Background: an optimization exercise with open tools, aiming at small area. Do not read the settings as production practice. Function was checked by simulation only, so behaviour that the tests miss may differ from the original. No activity file was given, so power comes from the tool's default toggle rates.

// addatone
module addatone
	(
		input wire i_Clock,
		input wire reset_n,
		output reg test,
		input wire i_ADC_Data,
		input wire i_ADC_Clock,
		input wire i_ADC_CS,
		input wire i_Mix,
		input wire i_Ring_Mod,
		output wire o_DAC_Data,
		output wire o_DAC_Bit_Clock,
		output wire o_DAC_LR_Clock
	);
	wire Reset;
	assign Reset = ~reset_n;
	wire Main_Clock;
	assign Main_Clock = i_Clock;
	localparam sm_init = 3'd0;
	localparam sm_adder_mult = 3'd1;
	localparam sm_check_mute = 3'd2;
	localparam sm_adder_start = 3'd3;
	localparam sm_adder_wait = 3'd4;
	localparam sm_next_harmonic = 3'd5;
	localparam sm_calc_done = 3'd6;
	localparam sm_ready_to_send = 3'd7;
	reg [2:0] SM_Top;
	reg [5:0] Sample_Timer_High;
	wire [1:0] Phase;									 
	wire Frame_End;										 
	wire Timer_Done = Frame_End && (Sample_Timer_High == 6'd0);
	reg [7:0] Harmonic;							 
	reg [7:0] Harmonic_Count;							 
	reg DAC_Send;										 
	wire Next_Sample = (SM_Top == sm_adder_mult) || (SM_Top == sm_calc_done) || DAC_Send;
	wire signed [15:0] Sample_Value;
	reg [15:0] Frequency;
	reg [15:0] Freq_Scale;
	wire Sample_Ready, Freq_Too_High;
	Sample_Position sample_position(
		.i_Reset(Reset),
		.i_Clock(Main_Clock),
		.i_Frequency(Frequency),
		.i_Freq_Offset(Freq_Scale),
		.i_Harmonic(Harmonic),
		.i_Harmonic_Next(Harmonic_Next),
		.i_Harmonic_Step(SM_Top == sm_next_harmonic),
		.i_Phase(Phase),
		.o_Sample_Ready(Sample_Ready),
		.i_Next_Sample(Next_Sample),
		.o_Sample_Value(Sample_Value),
		.o_Freq_Too_High(Freq_Too_High)
	);
	wire [83:0] ADC_Bits;
	wire ADC_Data_Received;
	ADC_SPI_In adc (
		.i_Reset(Reset),
		.i_Clock(Main_Clock),
		.i_SPI_CS(i_ADC_CS),
		.i_SPI_Clock(i_ADC_Clock),
		.i_SPI_Data(i_ADC_Data),
		.o_Bits(ADC_Bits),
		.o_Data_Received(ADC_Data_Received)
	);
  ...
Settings: LEC_CHECK=0, CAP_MARGIN=40, CORE_MARGIN=2, CORE_UTILIZATION=35, CTS_CLUSTER_DIAMETER=150, CTS_CLUSTER_SIZE=24, PLACE_DENSITY=0.5, SLEW_MARGIN=40, SYNTH_MEMORY_MAX_BITS=65536; clock period 20.0 ns.
run.sh (not shown) runs the stock make flow with config.mk's settings and CLKGATE_MAP_FILE= SYNTH_SCRIPT=/design/flow/synth_recipe.tcl, a recipe that flattens the netlist after the stock synthesis.
Edit:
--- a/flow/design.v
+++ b/flow/design.v
@@ -37,13 +37,15 @@
 		else if (Write_Count != 3'd0)
 			Write_Count <= Write_Count - 1'b1;
 	end
 	wire Writing = (Write_Count != 3'd0);
 	reg Flip;
 	always @(posedge clk_i)
-		if (i_Phase == 2'd3)
+		if (rst_i)
+			Flip <= 1'b0;
+		else if (i_Phase == 2'd3)
 			Flip <= ~Flip;
 	reg [3:0] Write_Nibble;
 	always @* begin
 		case (i_Phase)
 			2'd0: Write_Nibble = wr_data_i[3:0];
 			2'd1: Write_Nibble = wr_data_i[7:4];
The new run completed with no timing, DRC or antenna violations; die area barely changes; setup slack is worse by 360 ps; register-to-register slack is worse by 360 ps; core utilization is about the same; global-route usage went down by 0.13 points; via count went down by 0.83%; hold slack is better by 110 ps; count of clock-buffer cells in the layout went up by 3; fmax went down by about 2.1%; final cell count is about the same; sequential power barely changes; first-iteration DRC count went down by 12%; wire length went down by about 0.6%.

--- another note on this design; it stands on its own ---

Setup of run a:
Design addatone, start of the top module:
module addatone
	(
		input wire i_Clock,
		input wire reset_n,
		output reg test,
		input wire i_ADC_Data,
		input wire i_ADC_Clock,
		input wire i_ADC_CS,
		input wire i_Mix,
		input wire i_Ring_Mod,
		output wire o_DAC_Data,
		output wire o_DAC_Bit_Clock,
		output wire o_DAC_LR_Clock
	);
Settings: LEC_CHECK=0, CAP_MARGIN=30, CORE_MARGIN=2, CORE_UTILIZATION=35, CTS_CLUSTER_DIAMETER=150, CTS_CLUSTER_SIZE=26, PLACE_DENSITY=0.5, SLEW_MARGIN=30, SYNTH_MEMORY_MAX_BITS=65536; clock period 20.0 ns.
run.sh (not shown) runs the stock make flow with config.mk's settings and CLKGATE_MAP_FILE= SYNTH_SCRIPT=/design/flow/synth_recipe.tcl, a recipe that flattens the netlist after the stock synthesis.
The inputs of run b differ from those of run a as listed below.
Settings: swapping 26 for 24 in CTS_CLUSTER_SIZE; swapping 30 for 25 in CAP_MARGIN; swapping 30 for 25 in SLEW_MARGIN.
## What came out
Summary — count of clock-buffer cells in the layout, run b relative to run a: higher, by 7.1%. Run b ends up with higher slew at the pin with the worst max-slew slack than run a does. Achievable frequency (lower): run a. Taking run a as the reference, in run b area added between synthesis and finish rose by 0.19 points, worst IR drop on VDD lost 0.019 mV, number of hold buffers added after cts now sits at about the same level. On clock skew: run b sits below run a. On final critical delay including setup and external delays, run a loses to run b. Final worst setup slack in run b vs run a: up 0.12 ns. Summary: with run a as the reference, power per unit of standard cell area in run b moved up slightly.

what the ideal ports hide:
The flow's constraints put no driver on any port. The routed layouts listed below were extracted and timed again, unchanged, in two steps.
Step 1 assumes that a clkbuf_16 drives the clock port and a buf_2 every other input.
Step 2 also shifts input and output timing later by t, the mid clock arrival at the registers, as if the neighbouring blocks saw the same clock.
a / b / c = ideal ports / drivers / drivers and shift; a / b = the first two.
run | t (ns) | setup slack, ns | worst data-port slew with drivers (ns)
the first run of note 1 | 1.054 | 3.673 / 3.673 / 3.673 | 0.04
the second run of note 1 | 1.056 | 3.318 / 3.318 / 3.318 | 0.11
run a | 1.062 | 3.120 / 3.120 / 3.120 | 0.15
run b | 1.069 | 3.242 / 3.242 / 3.242 | 0.15
After both steps setup and hold are still met in every run listed.
